Source: an optimization exercise on an open RTL-to-GDS flow (aim: small area and a short achievable clock period). Production flows keep margins and buffers that such runs may drop. Only simulation tests tie the RTL to the original design; equivalence was not proved.

job 102:
Design glb_segment, start of the top module:
module glb_segment #
(
    parameter H_DISP            = 12'd160       ,
    parameter V_DISP            = 12'd120
)
(
    input   wire                clk             ,
    input   wire                rst_n           ,
    input   wire                Y_hsync         ,
    input   wire                Y_vsync         ,
    input   wire    [ 7:0]      Y_data          ,
    input   wire                Y_de            ,
    output  wire                segment_hsync     ,
    output  wire                segment_vsync     ,
    output  wire    [ 7:0]      segment_data      ,
    output  wire                segment_de
);
For scale: roughly 720 cells after synthesis, about 24 I/O pins.
Settings: LEC_CHECK=0, CAP_MARGIN=20, CORE_MARGIN=2, CORE_UTILIZATION=45, PLACE_DENSITY=0.6, SLEW_MARGIN=20; clock period 120.0 ns.
standard.sh (not shown) runs the stock make flow with config.mk's settings and CLKGATE_MAP_FILE= SYNTH_SCRIPT=/design/flow/synth_recipe.tcl, a recipe that flattens the netlist after the stock synthesis.
==> flow/flow/run.sh <==
#!/bin/bash
# Layout flow: the standard synthesis, then the combinational logic of
# its netlist is re-mapped for area by ABC (every flip-flop instance is kept
# as the standard synthesis made it, but the mask register gets a stronger
# drive; three ABC runs with different seeds, the smallest result is used), then the standard ORFS flow from floorplan
# to finish with two changes:
#  - ports are buffered with PORT_BUF instead of the default delay buffer;
#  - CTS inserts no dummy loads and uses clkbuf_8 buffers.
# Each tool writes its full output to a log file in this folder (and ORFS
# keeps its per-step logs under orfs/logs).
set -euo pipefail
HERE=$(pwd)
R=$HERE/orfs/results/sky130hd/glb_segment/base
YOSYS=$FLOW_HOME/../tools/install/yosys/bin/yosys
[[ -x $YOSYS ]] || YOSYS=yosys
PORT_BUF=sky130_fd_sc_hd__buf_1

bash standard.sh synth > log_synth.txt 2>&1

cp $R/1_2_yosys.v $HERE/std_1_2_yosys.v
export LIB=$FLOW_HOME/platforms/sky130hd/lib/sky130_fd_sc_hd__tt_025C_1v80.lib
export DONT_USE_CELLS="$(cat $HERE/flow/dontuse.txt)"
export IN_V=$HERE/std_1_2_yosys.v
export FF_RESIZE="seg* sky130_fd_sc_hd__dfrtp_4 hso* sky130_fd_sc_hd__dfrtp_2 vso* sky130_fd_sc_hd__dfrtp_2 deo* sky130_fd_sc_hd__dfrtp_2"
SCRIPTS=(
  "+strash;&get,-n;&deepsyn,-T,40,-S,1;&put;dch,-f;amap"
  "+strash;&get,-n;&deepsyn,-T,30,-S,1;&put;dch,-f;amap;strash;&get,-n;&deepsyn,-T,30,-S,2;&put;dch,-f;amap"
  "+strash;&get,-n;&deepsyn,-T,30,-S,3;&put;dch,-f;amap;strash;&get,-n;&deepsyn,-T,30,-S,5;&put;dch,-f;amap"
)
for s in 1 2 3; do
  mkdir -p $HERE/resyn_$s
  ( OUT_V=$HERE/resyn_$s/1_2_yosys.v OUT_DIR=$HERE/resyn_$s \
    ABC_OPTS="-script ${SCRIPTS[$((s-1))]}" \
    $YOSYS -c $HERE/flow/resyn.tcl > $HERE/resyn_$s/log_resyn.txt 2>&1 || true ) &
done
wait
best=""; besta=""
for s in 1 2 3; do
  f=$HERE/resyn_$s/post_stat.txt
  [[ -s $HERE/resyn_$s/1_2_yosys.v && -f $f ]] || continue
  a=$(awk '/Chip area/ {print $NF}' $f)
  if [[ -z "$besta" ]] || awk -v a=$a -v b=$besta 'BEGIN{exit !(a<b)}'; then best=$s; besta=$a; fi
done
echo "resyn choice: ${best:-none} area ${besta:-n/a}" > log_resyn_choice.txt
if [[ -n "$best" ]]; then
  cp $HERE/resyn_$best/1_2_yosys.v $R/1_2_yosys.v
  rm -f $R/1_synth.odb $R/1_synth.sdc
fi

bash standard.sh \
  "BUFFER_PORTS_ARGS=-buffer_cell $PORT_BUF" \
  "CTS_ARGS=-sink_clustering_enable -repair_clock_nets -dont_use_dummy_load -buf_list sky130_fd_sc_hd__clkbuf_8" \
  finish > log_finish.txt 2>&1
Other scripts of this flow, unchanged in this note and not shown: flow/flow/dontuse.txt, flow/flow/resyn.tcl
Job 102 ended with every stage complete and zero timing, DRC or antenna violations.
## Diff of input files: job 103 against job 102
-- flow/flow/run.sh --
<<< job 102, line 22
export DONT_USE_CELLS="$(cat $HERE/flow/dontuse.txt)"
export IN_V=$HERE/std_1_2_yosys.v
export FF_RESIZE="seg* sky130_fd_sc_hd__dfrtp_4 hso* sky130_fd_sc_hd__dfrtp_2 vso* sky130_fd_sc_hd__dfrtp_2 deo* sky130_fd_sc_hd__dfrtp_2"
SCRIPTS=(
  "+strash;&get,-n;&deepsyn,-T,40,-S,1;&put;dch,-f;amap"
>>> job 103, line 22
export DONT_USE_CELLS="$(cat $HERE/flow/dontuse.txt)"
export IN_V=$HERE/std_1_2_yosys.v
export FF_RESIZE="seg* sky130_fd_sc_hd__dfrtp_4"
SCRIPTS=(
  "+strash;&get,-n;&deepsyn,-T,40,-S,1;&put;dch,-f;amap"
==> comparison <==
Job 103 completed end to end with timing, DRC and antenna clean.
~same post-route cell area in job 103 and job 102
Mean routed wirelength per cell (job 103 vs. job 102) increases by a few percent
| sequential share of layout area | job 102 vs job 103 | ≈ equal |
For the final setup slack of the worst path, job 103 came in 65 ps lower than job 102 did.
In terms of die area, job 102 and job 103 differ only marginally.

* * *

Starting RTL as in the previous note.
clock: 120.0 ns
lec_check: 0
cap_margin: 20
core_margin: 2
core_utilization: 45
place_density: 0.6
slew_margin: 20
==> flow/flow/run.sh <==
#!/bin/bash
# Layout flow: the standard synthesis, then the combinational logic of
# its netlist is re-mapped for area by ABC (every flip-flop instance is kept
# as the standard synthesis made it; three ABC runs with different seeds,
# the smallest result is used), then the standard ORFS flow from floorplan
# to finish with two changes:
#  - ports are buffered with PORT_BUF instead of the default delay buffer;
#  - CTS inserts no dummy loads and uses clkbuf_8 buffers.
# Each tool writes its full output to a log file in this folder (and ORFS
# keeps its per-step logs under orfs/logs).
set -euo pipefail
HERE=$(pwd)
R=$HERE/orfs/results/sky130hd/glb_segment/base
YOSYS=$FLOW_HOME/../tools/install/yosys/bin/yosys
[[ -x $YOSYS ]] || YOSYS=yosys
PORT_BUF=sky130_fd_sc_hd__buf_1

bash standard.sh synth > log_synth.txt 2>&1

cp $R/1_2_yosys.v $HERE/std_1_2_yosys.v
export LIB=$FLOW_HOME/platforms/sky130hd/lib/sky130_fd_sc_hd__tt_025C_1v80.lib
export DONT_USE_CELLS="$(cat $HERE/flow/dontuse.txt)"
export IN_V=$HERE/std_1_2_yosys.v
for s in 1 2 3; do
  mkdir -p $HERE/resyn_$s
  ( OUT_V=$HERE/resyn_$s/1_2_yosys.v OUT_DIR=$HERE/resyn_$s \
    ABC_OPTS="-script +strash;&get,-n;&deepsyn,-T,40,-S,$s;&put;dch,-f;amap" \
    $YOSYS -c $HERE/flow/resyn.tcl > $HERE/resyn_$s/log_resyn.txt 2>&1 || true ) &
done
wait
best=""; besta=""
for s in 1 2 3; do
  f=$HERE/resyn_$s/post_stat.txt
  [[ -s $HERE/resyn_$s/1_2_yosys.v && -f $f ]] || continue
  a=$(awk '/Chip area/ {print $NF}' $f)
  if [[ -z "$besta" ]] || awk -v a=$a -v b=$besta 'BEGIN{exit !(a<b)}'; then best=$s; besta=$a; fi
done
echo "resyn choice: ${best:-none} area ${besta:-n/a}" > log_resyn_choice.txt
if [[ -n "$best" ]]; then
  cp $HERE/resyn_$best/1_2_yosys.v $R/1_2_yosys.v
  rm -f $R/1_synth.odb $R/1_synth.sdc
fi

bash standard.sh \
  "BUFFER_PORTS_ARGS=-buffer_cell $PORT_BUF" \
  "CTS_ARGS=-sink_clustering_enable -repair_clock_nets -dont_use_dummy_load -buf_list sky130_fd_sc_hd__clkbuf_8" \
  "SETUP_SLACK_MARGIN=95.2" \
  finish > log_finish.txt 2>&1
Other scripts of this flow, unchanged in this note and not shown: flow/flow/dontuse.txt, flow/flow/resyn.tcl
Rerun with:
--- a/flow/flow/run.sh
+++ b/flow/flow/run.sh
@@ -45,4 +45,3 @@
   "BUFFER_PORTS_ARGS=-buffer_cell $PORT_BUF" \
   "CTS_ARGS=-sink_clustering_enable -repair_clock_nets -dont_use_dummy_load -buf_list sky130_fd_sc_hd__clkbuf_8" \
-  "SETUP_SLACK_MARGIN=95.2" \
   finish > log_finish.txt 2>&1
After rerunning: Design area went down by 0.63%; first-iteration DRC count went down by 43%; sequential share of layout area went up by 0.21 points; setup slack degrades by 0.046 ns; non-clock buffer count went down by 1; core utilization went down by 0.32 points; maximum frequency stays flat; via count went down by 0.72%.
Rerun with:
--- a/flow/flow/run.sh
+++ b/flow/flow/run.sh
@@ -14,5 +14,5 @@
 YOSYS=$FLOW_HOME/../tools/install/yosys/bin/yosys
 [[ -x $YOSYS ]] || YOSYS=yosys
-PORT_BUF=sky130_fd_sc_hd__buf_1
+PORT_BUF=sky130_fd_sc_hd__buf_2
 
 bash standard.sh synth > log_synth.txt 2>&1
@@ -45,3 +45,4 @@
   "BUFFER_PORTS_ARGS=-buffer_cell $PORT_BUF" \
   "CTS_ARGS=-sink_clustering_enable -repair_clock_nets -dont_use_dummy_load -buf_list sky130_fd_sc_hd__clkbuf_8" \
+  "SETUP_SLACK_MARGIN=95.2" \
   finish > log_finish.txt 2>&1
Effect: The changed run finished with timing, DRC and antenna clean; routed wire length rose by 1.1%; design area is higher by 0.91%; non-clock buffer count grows by 2.
Rerun with:
--- a/flow/flow/run.sh
+++ b/flow/flow/run.sh
@@ -45,4 +45,3 @@
   "BUFFER_PORTS_ARGS=-buffer_cell $PORT_BUF" \
   "CTS_ARGS=-sink_clustering_enable -repair_clock_nets -dont_use_dummy_load -buf_list sky130_fd_sc_hd__clkbuf_8" \
-  "SETUP_SLACK_MARGIN=95.2" \
   finish > log_finish.txt 2>&1
Count of clock-buffer cells in the layout stays the same.
Hold slack is worse by 0.091 ns.
Worst setup slack is worse by 0.0099 ns.
Design area drops slightly.

==> what the ideal ports hide <==
Ports are ideal in the flow. The routed layouts listed here were re-timed in OpenROAD.
Step 1 assumes that a clkbuf_16 drives the clock port and a buf_2 every other input.
Step 2 moves the port delays by t, midway between the first and last clock arrival at a register: inputs arrive t later, outputs are due t later. That takes back most of the time a late clock gives input paths.
Three values: ideal ports, drivers, drivers and shift; two values: the first two.
run | shift t [ns] | slack for setup (ns) | worst data-port slew with drivers (ns)
job 102 | 0.397 | 94.662 / 94.674 / 94.277 | 0.04
job 103 | 0.399 | 94.597 / 94.609 / 94.210 | 0.03
the first run of note 2 | 0.407 | 95.005 / 94.971 / 94.831 | 0.04
the second run of note 2 | 0.406 | 94.960 / 94.926 / 94.814 | 0.03
the third run of note 2 | 0.414 | 95.035 / 94.995 / 94.830 | 0.03
the fourth run of note 2 | 0.399 | 95.025 / 94.992 / 94.818 | 0.03
After both steps every run listed still meets setup and hold. For job 103, which loses most, drivers alone change the setup slack by +0.012 ns; drivers and shift together by -0.387 ns.
